Context: an optimization exercise on an open-source flow, tuned for small area and a short achievable clock period. The choices shown serve that exercise and are no tape-out recipe. The RTL was checked by simulation tests, not by an equivalence proof against the original design. Power is estimated from default activity; no workload was simulated.

==> inputs of job 3556 <==
Design mul16, start of the top module:
module mul16(
    input clk,
    input logic[15:0] a,
    input logic[15:0] b,
    output logic[31:0] r
);
export LEC_CHECK = 0
export CAP_MARGIN = 20
export CORE_MARGIN = 2
export CORE_UTILIZATION = 40
export CTS_BUF_LIST = sky130_fd_sc_hd__clkbuf_8
export CTS_CLUSTER_SIZE = 12
export SETUP_SLACK_MARGIN = 2.25
export SLEW_MARGIN = 20
export SYNTH_HIERARCHICAL = 1
export SYNTH_MINIMUM_KEEP_SIZE = 0
create_clock -name core_clock -period 5.5 [get_ports {clk}]
standard.sh (not shown) runs the stock make flow with config.mk's settings and CLKGATE_MAP_FILE= SYNTH_SCRIPT=/design/flow/synth_recipe.tcl, a recipe that flattens the netlist after the stock synthesis.
==> flow/flow/run.sh <==
#!/bin/bash
set -uo pipefail
here=$(pwd)
export BUFFER_PORTS_ARGS="-buffer_cell sky130_fd_sc_hd__buf_4"
export PRE_RESIZE_TCL="$here/flow/outbuf.tcl"
bash standard.sh > standard.log 2>&1
==> flow/flow/outbuf.tcl <==
# Sourced by ORFS's resize.tcl before repair_design: the buffer that buffer_ports put on
# each output port becomes a sky130_fd_sc_hd__buf_1.
set n 0
foreach port [get_ports -filter "direction==output"] {
  set net [get_nets [get_full_name $port]]
  foreach pin [get_pins -of_objects $net -filter "direction==output"] {
    set inst [get_cells -of_objects $pin]
    if {[get_property $inst ref_name] eq "sky130_fd_sc_hd__buf_4"} {
      replace_cell $inst sky130_fd_sc_hd__buf_1
      incr n
    }
  }
}
puts "outbuf.tcl: $n output buffers made buf_1"
==> inputs of job 5571, as changes to job 3556 <==
CORE_UTILIZATION = 35   (was 40)
CTS_BUF_LIST = sky130_fd_sc_hd__clkbuf_4 sky130_fd_sc_hd__clkbuf_8   (was sky130_fd_sc_hd__clkbuf_8)
CTS_CLUSTER_SIZE = 8   (was 12)
SETUP_SLACK_MARGIN = 2.0   (was 2.25)
==> inputs of job 6503, as changes to job 3556 <==
CORE_UTILIZATION = 35   (was 40)
CTS_BUF_LIST = sky130_fd_sc_hd__clkbuf_16   (was sky130_fd_sc_hd__clkbuf_8)
CTS_CLUSTER_SIZE = 30   (was 12)
SETUP_SLACK_MARGIN = 2.0   (was 2.25)
==> summary of the runs <==
Synthesized cell count is the same in job 3556 and job 5571.
The lowest total power belongs to job 5571, the highest to job 3556.
Against job 3556, the worst hold slack of job 5571 is lower by 11 ps.
Setup slack, lowest first: job 6503, job 5571, job 3556.
Critical path depth is the same in job 3556 and job 6503.
First-iteration DRC count, lowest first: job 6503, job 3556, job 5571.
Area after synthesis is the same in job 5571 and job 6503.
Wire length, lowest first: job 3556, job 6503, job 5571.

---

==> inputs of v7 <==
mul16, a different RTL version from the one above (not shown whole).
==> flow/config.mk <==
export PLATFORM = sky130hd
export DESIGN_NAME = mul16
export DESIGN_NICKNAME = mul16
export VERILOG_FILES = /design/flow/design.v
export SDC_FILE = /design/flow/constraint.sdc
export NUM_CORES = 4
export LEC_CHECK = 0
export CAP_MARGIN = 20
export CORE_MARGIN = 2
export CORE_UTILIZATION = 75
export CTS_BUF_LIST = sky130_fd_sc_hd__clkbuf_8
export CTS_CLUSTER_SIZE = 12
export SETUP_SLACK_MARGIN = 2.0
export SLEW_MARGIN = 20
export SYNTH_HIERARCHICAL = 1
export SYNTH_MINIMUM_KEEP_SIZE = 0
==> flow/constraint.sdc <==
create_clock -name core_clock -period 5.5 [get_ports {clk}]
set_input_delay 1.1000 -clock core_clock [delete_from_list [all_inputs] [get_ports {clk}]]
set_output_delay 1.1000 -clock core_clock [all_outputs]
set_load 0.01 [all_outputs]
==> flow/flow/run.sh <==
#!/bin/bash
# The standard layout (the standard.sh, standard synthesis unchanged), except that
# the port buffers are sky130_fd_sc_hd__buf_2 cells instead of the resizer's default pick
# (a clkdlybuf4s50_1 delay cell). Every input and output port still gets its buffer.
set -uo pipefail
export BUFFER_PORTS_ARGS="-buffer_cell sky130_fd_sc_hd__buf_2"
bash standard.sh > standard.log 2>&1
==> v34: changes against v7 <==
--- a/flow/design.v
+++ b/flow/design.v
@@ -822,27 +822,27 @@
     assign pp15_9 = ~(a[15] & b[9]);
     assign pp15_10 = ~(a[15] & b[10]);
     assign pp15_11 = ~(a[15] & b[11]);
     assign pp15_12 = ~(a[15] & b[12]);
     assign pp15_13 = ~(a[15] & b[13]);
     assign pp15_14 = ~(a[15] & b[14]);
     assign pp15_15 = ~(a[15] & b[15]);
-    mul16_xnor us1 (.x(pp0_1), .y(pp1_0), .s(s1));
+    assign s1 = ~(pp0_1 ^ pp1_0);
     assign c2 = pp0_1 | pp1_0;
     mul16_fa us3 (.x(pp0_2), .y(pp1_1), .z(pp2_0), .s(s3), .c(c4));
-    mul16_xnor us5 (.x(c2), .y(s3), .s(s5));
+    assign s5 = ~(c2 ^ s3);
     assign c6 = c2 | s3;
     mul16_fa us7 (.x(pp0_3), .y(pp1_2), .z(pp2_1), .s(s7), .c(c8));
     mul16_fa us9 (.x(pp3_0), .y(c4), .z(s7), .s(s9), .c(c10));
-    mul16_xnor us11 (.x(c6), .y(s9), .s(s11));
+    assign s11 = ~(c6 ^ s9);
     assign c12 = c6 | s9;
     mul16_fa us13 (.x(pp0_4), .y(pp1_3), .z(pp2_2), .s(s13), .c(c14));
     mul16_fa us15 (.x(pp3_1), .y(pp4_0), .z(c8), .s(s15), .c(c16));
     mul16_fa us17 (.x(s13), .y(s15), .z(c10), .s(s17), .c(c18));
-    mul16_xnor us19 (.x(c12), .y(s17), .s(s19));
+    assign s19 = ~(c12 ^ s17);
     assign c20 = c12 | s17;
     mul16_fa us21 (.x(pp0_5), .y(pp1_4), .z(pp2_3), .s(s21), .c(c22));
     mul16_fa us23 (.x(pp3_2), .y(pp4_1), .z(pp5_0), .s(s23), .c(c24));
     mul16_fa us25 (.x(c14), .y(s21), .z(s23), .s(s25), .c(c26));
     mul16_fa us27 (.x(c16), .y(s25), .z(c18), .s(s27), .c(c28));
     mul16_fa us29 (.x(pp0_6), .y(pp1_5), .z(pp2_4), .s(s29), .c(c30));
     mul16_fa us31 (.x(pp3_3), .y(pp4_2), .z(pp5_1), .s(s31), .c(c32));
@@ -1007,43 +1007,43 @@
     mul16_fa us349 (.x(c340), .y(s347), .z(c342), .s(s349), .c(c350));
     mul16_fa us351 (.x(pp12_15), .y(pp13_14), .z(pp14_13), .s(s351), .c(c352));
     mul16_fa us353 (.x(pp15_12), .y(c344), .z(s351), .s(s353), .c(c354));
     mul16_fa us355 (.x(c346), .y(s353), .z(c348), .s(s355), .c(c356));
     mul16_fa us357 (.x(pp13_15), .y(pp14_14), .z(pp15_13), .s(s357), .c(c358));
     mul16_fa us359 (.x(c352), .y(s357), .z(c354), .s(s359), .c(c360));
     mul16_fa us361 (.x(pp14_15), .y(pp15_14), .z(c358), .s(s361), .c(c362));
-    mul16_xnor us442 (.x(q370), .y(q371), .s(s442));
+    assign s442 = ~(q370 ^ q371);
     assign c443 = q370 | q371;
-    mul16_xnor us444 (.x(q373), .y(q374), .s(s444));
+    assign s444 = ~(q373 ^ q374);
     assign c445 = q373 | q374;
-    mul16_xnor us446 (.x(q375), .y(q376), .s(s446));
+    assign s446 = ~(q375 ^ q376);
     assign c447 = q375 | q376;
-    mul16_xnor us448 (.x(q377), .y(q378), .s(s448));
+    assign s448 = ~(q377 ^ q378);
     assign c449 = q377 | q378;
     mul16_fa us450 (.x(q379), .y(q380), .z(q381), .s(s450), .c(c451));
-    mul16_xnor us452 (.x(q382), .y(c449), .s(s452));
+    assign s452 = ~(q382 ^ c449);
     assign c453 = q382 | c449;
     mul16_fa us454 (.x(q383), .y(q384), .z(q385), .s(s454), .c(c455));
-    mul16_xnor us456 (.x(c451), .y(s454), .s(s456));
+    assign s456 = ~(c451 ^ s454);
     assign c457 = c451 | s454;
     mul16_fa us458 (.x(q386), .y(q387), .z(q388), .s(s458), .c(c459));
-    mul16_xnor us460 (.x(c455), .y(s458), .s(s460));
+    assign s460 = ~(c455 ^ s458);
     assign c461 = c455 | s458;
     mul16_fa us462 (.x(q389), .y(q390), .z(q391), .s(s462), .c(c463));
-    mul16_xnor us464 (.x(c459), .y(s462), .s(s464));
+    assign s464 = ~(c459 ^ s462);
     assign c465 = c459 | s462;
     mul16_fa us466 (.x(q392), .y(q393), .z(q394), .s(s466), .c(c467));
-    mul16_xnor us468 (.x(c463), .y(s466), .s(s468));
+    assign s468 = ~(c463 ^ s466);
     assign c469 = c463 | s466;
     mul16_fa us470 (.x(q395), .y(q396), .z(q397), .s(s470), .c(c471));
-    mul16_xnor us472 (.x(c467), .y(s470), .s(s472));
+    assign s472 = ~(c467 ^ s470);
     assign c473 = c467 | s470;
     mul16_fa us474 (.x(q398), .y(q399), .z(q400), .s(s474), .c(c475));
     mul16_fa us476 (.x(q401), .y(q402), .z(c471), .s(s476), .c(c477));
-    mul16_xnor us478 (.x(s474), .y(c473), .s(s478));
+    assign s478 = ~(s474 ^ c473);
     assign c479 = s474 | c473;
     mul16_fa us480 (.x(q403), .y(q404), .z(q405), .s(s480), .c(c481));
     mul16_fa us482 (.x(c475), .y(s480), .z(c477), .s(s482), .c(c483));
     mul16_fa us484 (.x(q406), .y(q407), .z(q408), .s(s484), .c(c485));
     mul16_fa us486 (.x(q409), .y(c481), .z(s484), .s(s486), .c(c487));
     mul16_fa us488 (.x(q410), .y(q411), .z(q412), .s(s488), .c(c489));
     mul16_fa us490 (.x(q413), .y(c485), .z(s488), .s(s490), .c(c491));
@@ -1052,81 +1052,81 @@
     mul16_fa us496 (.x(q418), .y(q419), .z(q420), .s(s496), .c(c497));
     mul16_fa us498 (.x(q421), .y(c493), .z(s496), .s(s498), .c(c499));
     mul16_fa us500 (.x(q422), .y(q423), .z(c497), .s(s500), .c(c501));
     mul16_fa us502 (.x(q424), .y(q425), .z(q426), .s(s502), .c(c503));
     mul16_fa us504 (.x(q427), .y(q428), .z(q429), .s(s504), .c(c505));
     mul16_fa us506 (.x(q430), .y(q431), .z(q432), .s(s506), .c(c507));
     wire [26:0] cg, cp, cs;
-    assign cg[0] = xn[5] & yn[5];
+    assign cg[0] = ~(xn[5] | yn[5]);
     assign cp[0] = xn[5] ^ yn[5];
-    assign cg[1] = xn[6] & yn[6];
+    assign cg[1] = ~(xn[6] | yn[6]);
     assign cp[1] = xn[6] ^ yn[6];
-    assign cg[2] = xn[7] & yn[7];
+    assign cg[2] = ~(xn[7] | yn[7]);
     assign cp[2] = xn[7] ^ yn[7];
-    assign cg[3] = xn[8] & yn[8];
+    assign cg[3] = ~(xn[8] | yn[8]);
     assign cp[3] = xn[8] ^ yn[8];
-    assign cg[4] = xn[9] & yn[9];
+    assign cg[4] = ~(xn[9] | yn[9]);
     assign cp[4] = xn[9] ^ yn[9];
-    assign cg[5] = xn[10] & yn[10];
+    assign cg[5] = ~(xn[10] | yn[10]);
     assign cp[5] = xn[10] ^ yn[10];
-    assign cg[6] = xn[11] & yn[11];
+    assign cg[6] = ~(xn[11] | yn[11]);
     assign cp[6] = xn[11] ^ yn[11];
-    assign cg[7] = xn[12] & yn[12];
+    assign cg[7] = ~(xn[12] | yn[12]);
     assign cp[7] = xn[12] ^ yn[12];
-    assign cg[8] = xn[13] & yn[13];
+    assign cg[8] = ~(xn[13] | yn[13]);
     assign cp[8] = xn[13] ^ yn[13];
-    assign cg[9] = xn[14] & yn[14];
+    assign cg[9] = ~(xn[14] | yn[14]);
     assign cp[9] = xn[14] ^ yn[14];
-    assign cg[10] = xn[15] & yn[15];
+    assign cg[10] = ~(xn[15] | yn[15]);
     assign cp[10] = xn[15] ^ yn[15];
-    assign cg[11] = xn[16] & yn[16];
+    assign cg[11] = ~(xn[16] | yn[16]);
     assign cp[11] = xn[16] ^ yn[16];
-    assign cg[12] = xn[17] & yn[17];
+    assign cg[12] = ~(xn[17] | yn[17]);
     assign cp[12] = xn[17] ^ yn[17];
-    assign cg[13] = xn[18] & yn[18];
+    assign cg[13] = ~(xn[18] | yn[18]);
     assign cp[13] = xn[18] ^ yn[18];
-    assign cg[14] = xn[19] & yn[19];
+    assign cg[14] = ~(xn[19] | yn[19]);
     assign cp[14] = xn[19] ^ yn[19];
-    assign cg[15] = xn[20] & yn[20];
+    assign cg[15] = ~(xn[20] | yn[20]);
     assign cp[15] = xn[20] ^ yn[20];
-    assign cg[16] = xn[21] & yn[21];
+    assign cg[16] = ~(xn[21] | yn[21]);
     assign cp[16] = xn[21] ^ yn[21];
-    assign cg[17] = xn[22] & yn[22];
+    assign cg[17] = ~(xn[22] | yn[22]);
     assign cp[17] = xn[22] ^ yn[22];
-    assign cg[18] = xn[23] & yn[23];
+    assign cg[18] = ~(xn[23] | yn[23]);
     assign cp[18] = xn[23] ^ yn[23];
-    assign cg[19] = xn[24] & yn[24];
+    assign cg[19] = ~(xn[24] | yn[24]);
     assign cp[19] = xn[24] ^ yn[24];
-    assign cg[20] = xn[25] & yn[25];
+    assign cg[20] = ~(xn[25] | yn[25]);
     assign cp[20] = xn[25] ^ yn[25];
-    assign cg[21] = xn[26] & yn[26];
+    assign cg[21] = ~(xn[26] | yn[26]);
     assign cp[21] = xn[26] ^ yn[26];
-    assign cg[22] = xn[27] & yn[27];
+    assign cg[22] = ~(xn[27] | yn[27]);
     assign cp[22] = xn[27] ^ yn[27];
-    assign cg[23] = xn[28] & yn[28];
+    assign cg[23] = ~(xn[28] | yn[28]);
     assign cp[23] = xn[28] ^ yn[28];
-    assign cg[24] = xn[29] & yn[29];
+    assign cg[24] = ~(xn[29] | yn[29]);
     assign cp[24] = xn[29] ^ yn[29];
-    assign cg[25] = xn[30] & yn[30];
+    assign cg[25] = ~(xn[30] | yn[30]);
     assign cp[25] = xn[30] ^ yn[30];
-    assign cg[26] = xn[31] & yn[31];
+    assign cg[26] = ~(xn[31] | yn[31]);
     assign cp[26] = xn[31] ^ yn[31];
     mul16_cpa ucpa (.gi(cg), .pi(cp), .s(cs));
     wire [31:0] sum = {cs, ~xn[4], ~xn[3], ~xn[2], ~xn[1], ~xn[0]};
     always_ff @(posedge clk) begin
         q <= {c362, pp15_15, c360, s361, c356, s359, c350, s355, s349, c334, s341, c332, s333, c324, s331, s323, c312, s321, s311, s309, c284, s297, s295, c282, c268, s283, s281, c266, s267, c250, s265, c248, s249, c230, c228, s247, s229, s227, c208, c186, s207, c184, s205, c182, s185, c162, s183, s161, c140, s159, s139, c120, s137, s119, c102, s117, s101, s99, c86, c72, s85, c70, s83, s71, c58, s57, c46, s45, c36, c28, s35, s33, s27, c20, s19, s11, s5, s1, pp0_0};
         r <= sum;
     end
 endmodule
 module mul16_fa(input x, input y, input z, output s, output c);
     assign s = x ^ y ^ z;
     assign c = (x & y) | (x & z) | (y & z);
 endmodule
 module mul16_cpa(input [26:0] gi, input [26:0] pi, output [26:0] s);
-    wire g0 = gi[0] | pi[0];
+    wire g0 = gi[0];
     wire p0 = pi[0];
     wire g1 = gi[1];
     wire p1 = pi[1];
     wire g2 = gi[2];
     wire p2 = pi[2];
     wire g3 = gi[3];
     wire p3 = pi[3];
@@ -1262,12 +1262,9 @@
     wire P42 = p20 & P26;
     wire G43 = g22 | (p22 & G31);
     wire P43 = p22 & P31;
     wire G44 = g24 | (p24 & G24);
     wire P44 = p24 & P24;
     wire G45 = g26 | (p26 & G32);
     wire P45 = p26 & P32;
-    assign s = {~(p26 ^ G32), ~(p25 ^ G44), ~(p24 ^ G24), ~(p23 ^ G43), ~(p22 ^ G31), ~(p21 ^ G42), ~(p20 ^ G26), ~(p19 ^ G41), ~(p18 ^ G30), ~(p17 ^ G40), ~(p16 ^ G23), ~(p15 ^ G39), ~(p14 ^ G29), ~(p13 ^ G38), ~(p12 ^ G25), ~(p11 ^ G37), ~(p10 ^ G28), ~(p9 ^ G36), ~(p8 ^ G20), ~(p7 ^ G35), ~(p6 ^ G27), ~(p5 ^ G34), ~(p4 ^ G14), ~(p3 ^ G33), ~(p2 ^ G1), ~(p1 ^ g0), p0};
-endmodule
-module mul16_xnor(input x, input y, output s);
-    assign s = ~(x ^ y);
+    assign s = {p26 ^ G32, p25 ^ G44, p24 ^ G24, p23 ^ G43, p22 ^ G31, p21 ^ G42, p20 ^ G26, p19 ^ G41, p18 ^ G30, p17 ^ G40, p16 ^ G23, p15 ^ G39, p14 ^ G29, p13 ^ G38, p12 ^ G25, p11 ^ G37, p10 ^ G28, p9 ^ G36, p8 ^ G20, p7 ^ G35, p6 ^ G27, p5 ^ G34, p4 ^ G14, p3 ^ G33, p2 ^ G1, p1 ^ g0, p0};
 endmodule
==> flow/run.sh (new file) <==
#!/bin/bash
# synth_recipe.tcl (not shown) runs the flow's synth.tcl, then flattens the netlist and writes it again
# the make line also repeats each setting of config.mk as NAME=value (left out here)
make -C /OpenROAD-flow-scripts/flow DESIGN_CONFIG=/design/flow/config.mk WORK_HOME=/design/flow/orfs CLKGATE_MAP_FILE= SYNTH_SCRIPT=/design/flow/synth_recipe.tcl finish
Settings changed: CORE_UTILIZATION 75 to 40, CTS_BUF_LIST sky130_fd_sc_hd__clkbuf_8 to default, CTS_CLUSTER_SIZE 12 to default, SETUP_SLACK_MARGIN 2.0 to default.
removed: flow/flow/run.sh
removed: flow/standard.sh
==> v26: changes against v7 <==
Settings changed: CORE_UTILIZATION 75 to 40, CTS_CLUSTER_SIZE 12 to 8.
==> out/results.tsv <==
metric	value	unit
outcome	no timing/DRC/antenna violations	
fp-row-count	39	
syn_area_per_cell	10.98	um^2
slew-limit-headroom	0.6545	
final_area	9253	um^2
gr-usage-all-layers	0.3385	
buffers_excl_clock	68	
antenna_found_initial	1	
multi_input_area_share	0.6736	
synthCells	800	
cp-start-kind	flop	
place_hpwl	14.38	mm
routedWlPerCell	20.21	um
p_leak	3.591	nW
met3_usage	0.08531	
path_clk_slew	100	ps
place_area	8982	um^2
cpPeakStageDelay	470	ps
finalCritPeriodShare	0.6454	
routed_wl	19.44	mm
first_pass_iters	6	
die_h	112.2	um
# the run above: v7

==> out/results.tsv <==
metric	value	unit
outcome	no timing/DRC/antenna violations	
fp-row-count	55	
gr-usage-all-layers	0.1824	
path_clk_slew	80	ps
die_h	155.2	um
cp-start-kind	input port	
buffers_excl_clock	68	
routedWlPerCell	17.66	um
slew-limit-headroom	0.3948	
syn_area_per_cell	11.02	um^2
p_leak	4.071	nW
first_pass_iters	5	
synthCells	830	
cpPeakStageDelay	1060	ps
final_area	9958	um^2
# the run above: v34

==> out/results.tsv <==
metric	value	unit
routedWlPerCell	17.57	um
met3_usage	0.02986	
fp-row-count	54	
gr-usage-all-layers	0.1792	
place_hpwl	14.39	mm
antenna_found_initial	1	
cpPeakStageDelay	580	ps
first_pass_iters	5	
path_clk_slew	110	ps
cp-start-kind	input port	
top_layer_used	met4	
finalCritPeriodShare	0.6027	
p_leak	3.593	nW
buffers_excl_clock	66	
routed_wl	19.30	mm
outcome	no timing/DRC/antenna violations	
final_area	9404	um^2
die_h	152.2	um
wl_met2	9.579	mm
multi_input_area_share	0.6614	
# the run above: v26

[port drivers added, routing unchanged]
How much do the figures lean on ideal ports? The routed layouts below were timed once more, with nothing changed but the port constraints.
Step 1 sets driving cells, clkbuf_16 on the clock port and buf_2 on the other inputs (assumed; they add their load-dependent delay and slew).
Step 2 also shifts input and output timing later by t, the mid clock arrival at the registers, as if the neighbouring blocks saw the same clock.
Three values: ideal, step 1, step 2; two values: the first two.
| run | t (ns) | slack for setup (ns) | worst slew at a driven data input, ns |
|---|---|---|---|
| job 3556 | 0.429 | 2.298 / 2.300 / 1.871 | 0.04 |
| job 5571 | 0.426 | 2.242 / 2.252 / 1.826 | 0.04 |
| job 6503 | 0.397 | 2.204 / 2.224 / 1.827 | 0.04 |
| v7 | 0.423 | 1.950 / 1.950 / 1.778 | 0.06 |
| v34 | 0.398 | 1.403 / 1.424 / 1.026 | 0.04 |
| v26 | 0.434 | 2.185 / 2.168 / 1.734 | 0.07 |
After both steps every run listed still meets setup and hold. For v26, which loses most, drivers alone change the setup slack by -0.017 ns; drivers and shift together by -0.451 ns.
